From an optimization exercise on the open Yosys and OpenROAD flow, aimed at small area, a short achievable clock period and few clock cycles per item; shortcuts taken in it are not production practice.
Where RTL was checked, it was by simulation tests only, not by an equivalence proof against the original.

Design jenc_backend, start of the top module:
module jenc_backend (
    input  logic               clk,
    input  logic               resetn,
    input  logic signed [10:0] q0,
    input  logic signed [10:0] q1,
    input  logic               q_valid,
    output logic               q_hold,
    input  logic [4:0]         q_cnt,
    input  logic [1:0]         q_chroma,
    input  logic               q_last_mcu,
    output logic [31:0]        out_data,
    output logic               out_tlast,
    output logic               out_valid,
    input  logic               out_hold
);
Size: ~3,100 cells after synthesis, about 270 flip-flops, roughly 69 I/O pins, roughly 21,000 um2 of cells after synthesis.
clock: 9.5 ns
lec_check: 0
abc_area: 1
cap_margin: 20
core_margin: 2
core_utilization: 55
cts_cluster_diameter: 100
cts_cluster_size: 26
place_density: 0.7
setup_slack_margin: 5
slew_margin: 20
run.sh (not shown) runs the stock make flow with config.mk's settings and CLKGATE_MAP_FILE= SYNTH_SCRIPT=/design/flow/synth_recipe.tcl, a recipe that flattens the netlist after the stock synthesis.
The baseline produced a clean layout.
Testbench counts at the start, summed over its fixed seeds: cycles 25,756, blocks 768.
Rerun with:
CAP_MARGIN = 5   (was 20)
SLEW_MARGIN = 5   (was 20)
After rerunning:
- wire length does not change
- design area does not change
- sequential cell count is unchanged
Rerun with:
CAP_MARGIN = 20   (was 5)
CTS_CLUSTER_SIZE = 20   (was 26)
SLEW_MARGIN = 20   (was 5)
Outcome:
- The new run finished clean
- synthesized area is unchanged
- register-to-register slack degrades by 40 ps
- core utilization stays flat
- non-clock buffer count came out lower by 4

Setup of build 38:
Another version of the RTL of jenc_backend (not shown whole).
For scale: ~3100 cells after synthesis.
Settings: LEC_CHECK=0, ABC_AREA=1, CAP_MARGIN=20, CORE_MARGIN=2, CORE_UTILIZATION=55, CTS_CLUSTER_DIAMETER=100, CTS_CLUSTER_SIZE=20, PLACE_DENSITY=0.7, SETUP_SLACK_MARGIN=5, SLEW_MARGIN=20, TNS_END_PERCENT=10; clock period 9.5 ns.
Testbench counts of build 38, summed over its fixed seeds: cycles 26,041, blocks 768.
Edits applied to the flow inputs when going from build 38 to build 24:
Settings: a deleted TNS_END_PERCENT that had been 10.
==> flow/flow/run.sh (new file) <==
#!/bin/bash
set -euo pipefail
sed 's/SETUP_SLACK_MARGIN=[0-9.]*/SETUP_SLACK_MARGIN=7/' standard.sh > standard_m.sh
grep -q 'SETUP_SLACK_MARGIN=7 ' standard_m.sh
bash standard_m.sh > standard.log 2>&1
==> flow/standard.sh (new file) <==
#!/bin/bash
# synth_recipe.tcl (not shown) runs the flow's synth.tcl, then flattens the netlist and writes it again
# the make line also repeats each setting of config.mk as NAME=value (left out here)
make -C /OpenROAD-flow-scripts/flow DESIGN_CONFIG=/design/flow/config.mk WORK_HOME=/design/flow/orfs CLKGATE_MAP_FILE= SYNTH_SCRIPT=/design/flow/synth_recipe.tcl "${@:-finish}"
removed: flow/run.sh
Findings:
For build 24, the flow was terminated by a tool error in global routing (5_1_grt) and produced no final design. Re die height: no difference whatsoever between build 38 and build 24. Comparing build 38 against build 24, there is no change at all in synthesized netlist net count. Diff build 38..build 24 | synthesized cell count | unchanged. From build 38 to build 24 the numbers moved as follows: total clock buffers created by CTS fell by 1; worst slack after detailed placement rose by 0.42 ns; number of placed instances, taps included stayed essentially flat; number of buffers inserted by post-CTS setup repair rose by 275; post-synthesis xor/xnor area fraction stayed essentially flat. Measured against build 24, the placer's final routability congestion estimate of build 38 comes out at 1.06 times the reference value.
[inputs] build 16 vs build 24
Settings: clearing CTS_CLUSTER_DIAMETER, which used to be 100; swapping 55 for 40 in CORE_UTILIZATION; swapping 0.7 for 0.6 in PLACE_DENSITY; clearing CTS_CLUSTER_SIZE, which used to be 20; swapping 5 for 4 in SETUP_SLACK_MARGIN.
==> flow/run.sh (new file) <==
#!/bin/bash
# synth_recipe.tcl (not shown) runs the flow's synth.tcl, then flattens the netlist and writes it again
# the make line also repeats each setting of config.mk as NAME=value (left out here)
make -C /OpenROAD-flow-scripts/flow DESIGN_CONFIG=/design/flow/config.mk WORK_HOME=/design/flow/orfs CLKGATE_MAP_FILE= SYNTH_SCRIPT=/design/flow/synth_recipe.tcl finish
removed: flow/flow/run.sh
removed: flow/standard.sh
[summary]
Build 16 reached the final stage; the timing, design-rule and antenna checks on its layout passed. Stage in which a tool error killed build 24: global routing (5_1_grt). The setup fix buffers added after clock tree synthesis in build 16 was lower than what build 24 gave. Build 16: cell count after placement higher than build 24. Diff build 24..build 16 | maximum count of clock buffers along a single path | unchanged.

jenc_backend, a different RTL version from the one above (not shown whole).
For scale: roughly 2600 cells after synthesis, about 0.022 sq mm of cells after synthesis.
clock: 9.5 ns
lec_check: 0
cap_margin: 20
core_margin: 2
core_utilization: 40
place_density: 0.6
setup_slack_margin: 4
slew_margin: 20
Stock flow here: none of the scripts above is used.
Testbench counts at the start, summed over its fixed seeds: cycles 25,848, blocks 768.
Rerun with:
ABC_AREA = 1   (was not set)
=>
- The new run produced a clean layout
- maximum frequency climbs by 6.0%
- synthesized area drops by 5.4%
Rerun with:
ABC_AREA = not set   (was 1)
SETUP_SLACK_MARGIN = not set   (was 4)
Clock-buffer cell count climbs by 3.
Worst hold slack hardly moves.
Final area increases by 4.9%.
Cell count is lower by 14%.
Synthesized area went up by about 6%.

Another version of the RTL of jenc_backend (not shown whole).
Size: about 3000 cells after synthesis.
## jenc_backend
module jenc_backend (
    input  logic               clk,
    input  logic               resetn,
    input  logic signed [10:0] q0,
    input  logic signed [10:0] q1,
    input  logic               q_valid,
    output logic               q_hold,
    input  logic [4:0]         q_cnt,
    input  logic [1:0]         q_chroma,
    input  logic               q_last_mcu,
    output logic [31:0]        out_data,
    output logic               out_tlast,
    output logic               out_valid,
    input  logic               out_hold
);
export LEC_CHECK = 0
export ABC_AREA = 1
export CAP_MARGIN = 20
export CORE_MARGIN = 2
export CORE_UTILIZATION = 55
export CTS_CLUSTER_DIAMETER = 100
export CTS_CLUSTER_SIZE = 20
export PLACE_DENSITY = 0.7
export SETUP_SLACK_MARGIN = 4
export SLEW_MARGIN = 20
create_clock -name core_clock -period 9.5 [get_ports {clk}]
The starting point completed without violations.
Then changed:
- SETUP_SLACK_MARGIN: 4 -> 5
Setup slack improves by 0.47 ns.
Cell count goes up by 0.48%.
Clock-buffer cell count is unchanged.
Wire length rose by 1.2%.
Global-route usage is about the same.
No functional check of the RTL was part of any run of this note.

## static timing again, ports no longer ideal
In the flow no input, the clock included, has a driving cell. The finished layouts below were timed again as built, in two steps.
Step 1 assumes that a clkbuf_16 drives the clock port and a buf_2 every other input.
Step 2 adds t to the input delays and takes it off the output delays; t is the mean of the earliest and latest rising clock arrival at the registers after step 1. Input paths then give back, and output paths get back, about the clock's delay inside the block.
Three values: ideal, step 1, step 2; two values: the first two.
run | shift t [ns] | setup WS [ns] | worst data-port slew with drivers (ns)
the first run of note 1 | 0.549 | 5.078 / 5.078 / 4.706 | 0.04
the second run of note 1 | 0.549 | 5.078 / 5.078 / 4.706 | 0.04
the third run of note 1 | 0.546 | 5.034 / 5.034 / 4.675 | 0.04
build 38 | 0.566 | 5.042 / 5.042 / 4.610 | 0.04
build 16 | 0.627 | 4.446 / 4.446 / 4.446 | 0.04
the first run of note 3 | 0.632 | 4.007 / 4.007 / 3.632 | 0.04
the second run of note 3 | 0.637 | 4.318 / 4.355 / 3.718 | 0.05
the third run of note 3 | 0.629 | 3.260 / 3.260 / 3.260 | 0.04
the first run of note 4 | 0.571 | 4.514 / 4.514 / 4.442 | 0.04
the second run of note 4 | 0.569 | 4.981 / 4.981 / 4.669 | 0.04
After both steps every run listed still meets setup and hold. The setup slack of the second run of note 3, which loses most, moves by +0.037 ns with the drivers and by -0.600 ns with both steps.
